From an optimization exercise on the open Yosys and OpenROAD flow, aimed at small area; shortcuts taken in it are not production practice.
Where RTL was checked, it was by simulation tests only, not by an equivalence proof against the original.

==> flow/design.v (excerpt) <==
module nonuniform_top_v0 #(
    parameter IMAGE_WIDE_LENGTH = 256    ,
    parameter IMAGE_HIGH_LENGTH = 192    ,
    parameter ADDRS_DW          = 21     ,
    parameter DW                = 16
) (
    input                               i_rst_n                 ,
    input                               i_clk                   ,
    input   [DW-1:0]                    i_data                  ,
    input                               i_hs                    ,
    input                               i_vs                    ,
    input   [3:0]                       i_clac_b_mean_num       ,
    input                               i_clac_b_en             ,
    input   [ADDRS_DW-1:0]              i_b_addrs               ,
    output                              o_clac_b_done           ,
    input   [3:0]                       i_data_sel              ,
    input   [ADDRS_DW-1:0]              i_k_addrs               ,
    input                               i_init_k_load           ,
    output                              o_bp_type               ,
    output  [DW-1:0]                    o_data                  ,
    output  [DW-1:0]                    o_calc_b_mean_data      ,
    output  [DW-1:0]                    o_center_y16_data       ,
    output  [DW-1:0]                    o_sub_aver_y16          ,
    output                              o_hs                    ,
  ...
Size in the first run: ~320 I/O pins, roughly 0.022 sq mm of cells after synthesis.
export LEC_CHECK = 0
export CAP_MARGIN = 20
export CORE_MARGIN = 2
export CORE_UTILIZATION = 65
export PLACE_DENSITY = 0.8
export SLEW_MARGIN = 20
export SYNTH_HIERARCHICAL = 1
export SYNTH_MINIMUM_KEEP_SIZE = 0
create_clock -name core_clock -period 10.0 [get_ports {i_clk}]
standard.sh (not shown) runs the stock make flow with config.mk's settings and CLKGATE_MAP_FILE= SYNTH_SCRIPT=/design/flow/synth_recipe.tcl, a recipe that flattens the netlist after the stock synthesis.
==> flow/flow/run.sh <==
#!/bin/bash
# Standard ORFS layout (the standard.sh), with the port buffers made from
# the smallest buffer cell and the clock tree built as below.
set -euo pipefail
export BUFFER_PORTS_ARGS="-buffer_cell sky130_fd_sc_hd__buf_1"
export SKIP_REPAIR_TIE_FANOUT=1
export CTS_ARGS="-sink_clustering_enable -repair_clock_nets -dont_use_dummy_load -buf_list {sky130_fd_sc_hd__clkbuf_8} -sink_clustering_size 16 -sink_clustering_max_diameter 50"
bash standard.sh > standard.log 2>&1
Then changed:
- CORE_UTILIZATION: 65 -> 75
- PLACE_DENSITY: 0.8 -> 0.88
After rerunning: Wire length hardly moves. Core utilization rose by 10 points. Global-route usage rose by 3.8 points. Worst setup slack degrades by 0.058 ns. Via count rose by 1.7%. Hold slack degrades by 0.027 ns. Count of clock-buffer cells in the layout does not change. Die area fell by 13%.
Then changed:
==> flow/flow/run.sh (replaced) <==
#!/bin/bash
# Standard ORFS layout (the standard.sh), with the port buffers made from
# the smallest buffer cell and the clock tree built as below.
set -euo pipefail
export BUFFER_PORTS_ARGS="-buffer_cell sky130_fd_sc_hd__buf_1"
export SKIP_REPAIR_TIE_FANOUT=1
export CTS_ARGS="-sink_clustering_enable -repair_clock_nets -dont_use_dummy_load -buf_list {sky130_fd_sc_hd__clkbuf_4} -sink_clustering_size 10 -sink_clustering_max_diameter 40"
bash standard.sh > standard.log 2>&1
- CORE_UTILIZATION: 75 -> 65
- PLACE_DENSITY: 0.88 -> 0.8
Worst setup slack gains 0.071 ns.
Global-route usage is lower by 3.7 points.
Fmax came out higher slightly.
Design area shrinks slightly.
Utilization went down by 10 points.
Routed wire length came out higher slightly.
No functional check of the RTL was part of any run of this note.

run 1:
Another version of the RTL of nonuniform_top_v0 (not shown whole).
Size in the first run: roughly 2,100 cells after synthesis, ~380 flip-flops, ~320 I/O pins.
clock: 10.0 ns
lec_check: 0
abc_area: 1
cap_margin: 20
core_margin: 2
core_utilization: 65
place_density: 0.8
slew_margin: 20
synth_hierarchical: 1
synth_minimum_keep_size: 0
==> flow/flow/run.sh <==
#!/bin/bash
# Standard ORFS layout (the standard.sh), with the port buffers made from
# the smallest buffer cell and the clock tree built as below.
set -euo pipefail
export BUFFER_PORTS_ARGS="-buffer_cell sky130_fd_sc_hd__buf_1"
export SKIP_REPAIR_TIE_FANOUT=1
export CTS_ARGS="-sink_clustering_enable -repair_clock_nets -dont_use_dummy_load -buf_list {sky130_fd_sc_hd__clkbuf_2 sky130_fd_sc_hd__clkbuf_4} -sink_clustering_size 10 -sink_clustering_max_diameter 40"
bash standard.sh > standard.log 2>&1
### run 1 -> run 2
diff --git a/flow/flow/run.sh b/flow/flow/run.sh
--- a/flow/flow/run.sh
+++ b/flow/flow/run.sh
@@ -7 +7,2 @@
-export CTS_ARGS="-sink_clustering_enable -repair_clock_nets -dont_use_dummy_load -buf_list {sky130_fd_sc_hd__clkbuf_2 sky130_fd_sc_hd__clkbuf_4} -sink_clustering_size 10 -sink_clustering_max_diameter 40"
+export GPL_KEEP_OVERFLOW=0
+export CTS_ARGS="-sink_clustering_enable -repair_clock_nets -dont_use_dummy_load -buf_list {sky130_fd_sc_hd__clkbuf_4} -sink_clustering_size 10 -sink_clustering_max_diameter 40"
### Flow results
- Wire length per cell, run 1 and run 2, lower one = run 1.
- Per the final summary, run 2 finished and its layout is clean on timing, DRC and antenna.
- Run 2 vs. run 1: sequential portion of the cell area -0.26 points; final critical path time including I/O delays and setup shrank by 0.038 ns; area of the core region held; met3 track demand over resource now sits at about the same level.
- Looking at critical path launch point, the i_clac_b_mean_num[1] result is from run 1; the center_out[0]$_DFFE_PP_ one comes from run 2.
- The run showing the smaller non-clock buffer instance count of the final layout is run 2.
- Re setup slack: run 2 is 0.038 ns up on run 1.
- In the reports for run 1 and run 2, the larger first-iteration DRC count belongs to run 1.
diff inputs: run 2 => run 3
# run 2
export LEC_CHECK = 0
export ABC_AREA = 1
export CAP_MARGIN = 20
export CORE_MARGIN = 2
export CORE_UTILIZATION = 65
export PLACE_DENSITY = 0.8
export SLEW_MARGIN = 20
export SYNTH_HIERARCHICAL = 1
export SYNTH_MINIMUM_KEEP_SIZE = 0
create_clock -name core_clock -period 10.0 [get_ports {i_clk}]
# run 3
export LEC_CHECK = 0
export ABC_AREA = 1
export CAP_MARGIN = 20
export CORE_MARGIN = 2
export CORE_UTILIZATION = 65
export PLACE_DENSITY = 0.88
export SLEW_MARGIN = 20
export SYNTH_HIERARCHICAL = 1
export SYNTH_MINIMUM_KEEP_SIZE = 0
create_clock -name core_clock -period 10.0 [get_ports {i_clk}]
diff --git a/flow/flow/run.sh b/flow/flow/run.sh
--- a/flow/flow/run.sh
+++ b/flow/flow/run.sh
@@ -7 +6,0 @@
-export GPL_KEEP_OVERFLOW=0
==> results.txt <==
Run 3 reached the end of the flow, and the finished layout is clean on the timing, DRC and antenna checks. Compared with run 2, placement density in the core of run 3 is lower. Number of nets in the final layout | run 3 above run 2. Row design area: run 3 lower / run 2 higher. In run 3, the global-route usage came out 0.60 points above the value in run 2.
Input-level comparison between run 4 and run 3:
# run 3
export LEC_CHECK = 0
export ABC_AREA = 1
export CAP_MARGIN = 20
export CORE_MARGIN = 2
export CORE_UTILIZATION = 65
export PLACE_DENSITY = 0.88
export SLEW_MARGIN = 20
export SYNTH_HIERARCHICAL = 1
export SYNTH_MINIMUM_KEEP_SIZE = 0
create_clock -name core_clock -period 10.0 [get_ports {i_clk}]
# run 4
export LEC_CHECK = 0
export ABC_AREA = 1
export CAP_MARGIN = 20
export CORE_MARGIN = 2
export CORE_UTILIZATION = 60
export PLACE_DENSITY = 0.72
export SLEW_MARGIN = 20
export SYNTH_HIERARCHICAL = 1
export SYNTH_MINIMUM_KEEP_SIZE = 0
create_clock -name core_clock -period 10.0 [get_ports {i_clk}]
Results
- In the flow results for run 3 and run 4, the tightest slew margin relative to the limit is larger on run 4.
- Run 4 against run 3: multi-input combinational area share moved down; sequential share of layout area held.
- Of run 3 and run 4, the lower largest stage delay on the critical path belongs to run 3.
- As far as sequential cell count goes, run 4 and run 3 are indistinguishable; the numbers are identical.
[inputs] run 5 vs run 4
# run 4
export LEC_CHECK = 0
export ABC_AREA = 1
export CAP_MARGIN = 20
export CORE_MARGIN = 2
export CORE_UTILIZATION = 60
export PLACE_DENSITY = 0.72
export SLEW_MARGIN = 20
export SYNTH_HIERARCHICAL = 1
export SYNTH_MINIMUM_KEEP_SIZE = 0
create_clock -name core_clock -period 10.0 [get_ports {i_clk}]
# run 5
export LEC_CHECK = 0
export ABC_AREA = 1
export CAP_MARGIN = 20
export CORE_MARGIN = 2
export CORE_UTILIZATION = 65
export PLACE_DENSITY = 0.8
export SLEW_MARGIN = 20
export SYNTH_HIERARCHICAL = 1
export SYNTH_MINIMUM_KEEP_SIZE = 0
create_clock -name core_clock -period 10.0 [get_ports {i_clk}]
### Flow results
The fraction of layout instances using a drive strength above 1 on run 4 is in line with that on run 5.
Highest signal layer in the routed design: met5 -> run 5, met4 -> run 4
From run 4 to run 5 the numbers moved as follows: die area down about 7.5%; relative slew slack up 3.9 points; wire length down about 3%; final cycle utilization of the critical path up 0.17 points.
On run 5: number of buffers other than clock buffers in the final layout is 2.0% higher than what run 4 gave.

-- separate check: timing with driven ports --
No port has a modelled driver above. Below, the same layouts with a new extraction and two added sets of constraints. Step 1, drivers: a clkbuf_16 drives i_clk and a buf_2 each remaining input, both assumed. Step 2 adds t to the input delays and takes it off the output delays; t is the mean of the earliest and latest rising clock arrival at the registers after step 1. Input paths then give back, and output paths get back, about the clock's delay inside the block. a / b / c = ideal / step 1 / step 2; a / b = the first two.
run	t, ns	setup slack, ns	hold slack, ns	slew at the worst register clock pin (ns)
the first run of note 1	0.630	0.208 / 0.170 / 0.208	0.323 / 0.323 / 0.323	0.09 / 0.09
the second run of note 1	0.633	0.150 / 0.150 / 0.150	0.296 / 0.296 / 0.296	0.10 / 0.10
the third run of note 1	0.715	0.221 / 0.175 / 0.235	0.302 / 0.302 / 0.302	0.11 / 0.11
run 1	0.668	0.192 / 0.174 / -0.459	0.284 / 0.284 / 0.284	0.10 / 0.10
run 2	0.668	0.230 / 0.187 / -0.405	0.292 / 0.292 / 0.292	0.11 / 0.11
run 3	0.689	0.249 / 0.229 / -0.423	0.275 / 0.275 / 0.275	0.11 / 0.11
run 4	0.727	0.209 / 0.177 / -0.499	0.275 / 0.275 / 0.275	0.10 / 0.10
run 5	0.668	0.192 / 0.174 / -0.459	0.284 / 0.284 / 0.284	0.10 / 0.10
With both steps, setup timing fails in 5 of these runs, where it was met with ideal ports. For run 4, which loses most, drivers alone change the setup slack by -0.032 ns; drivers and shift together by -0.708 ns.
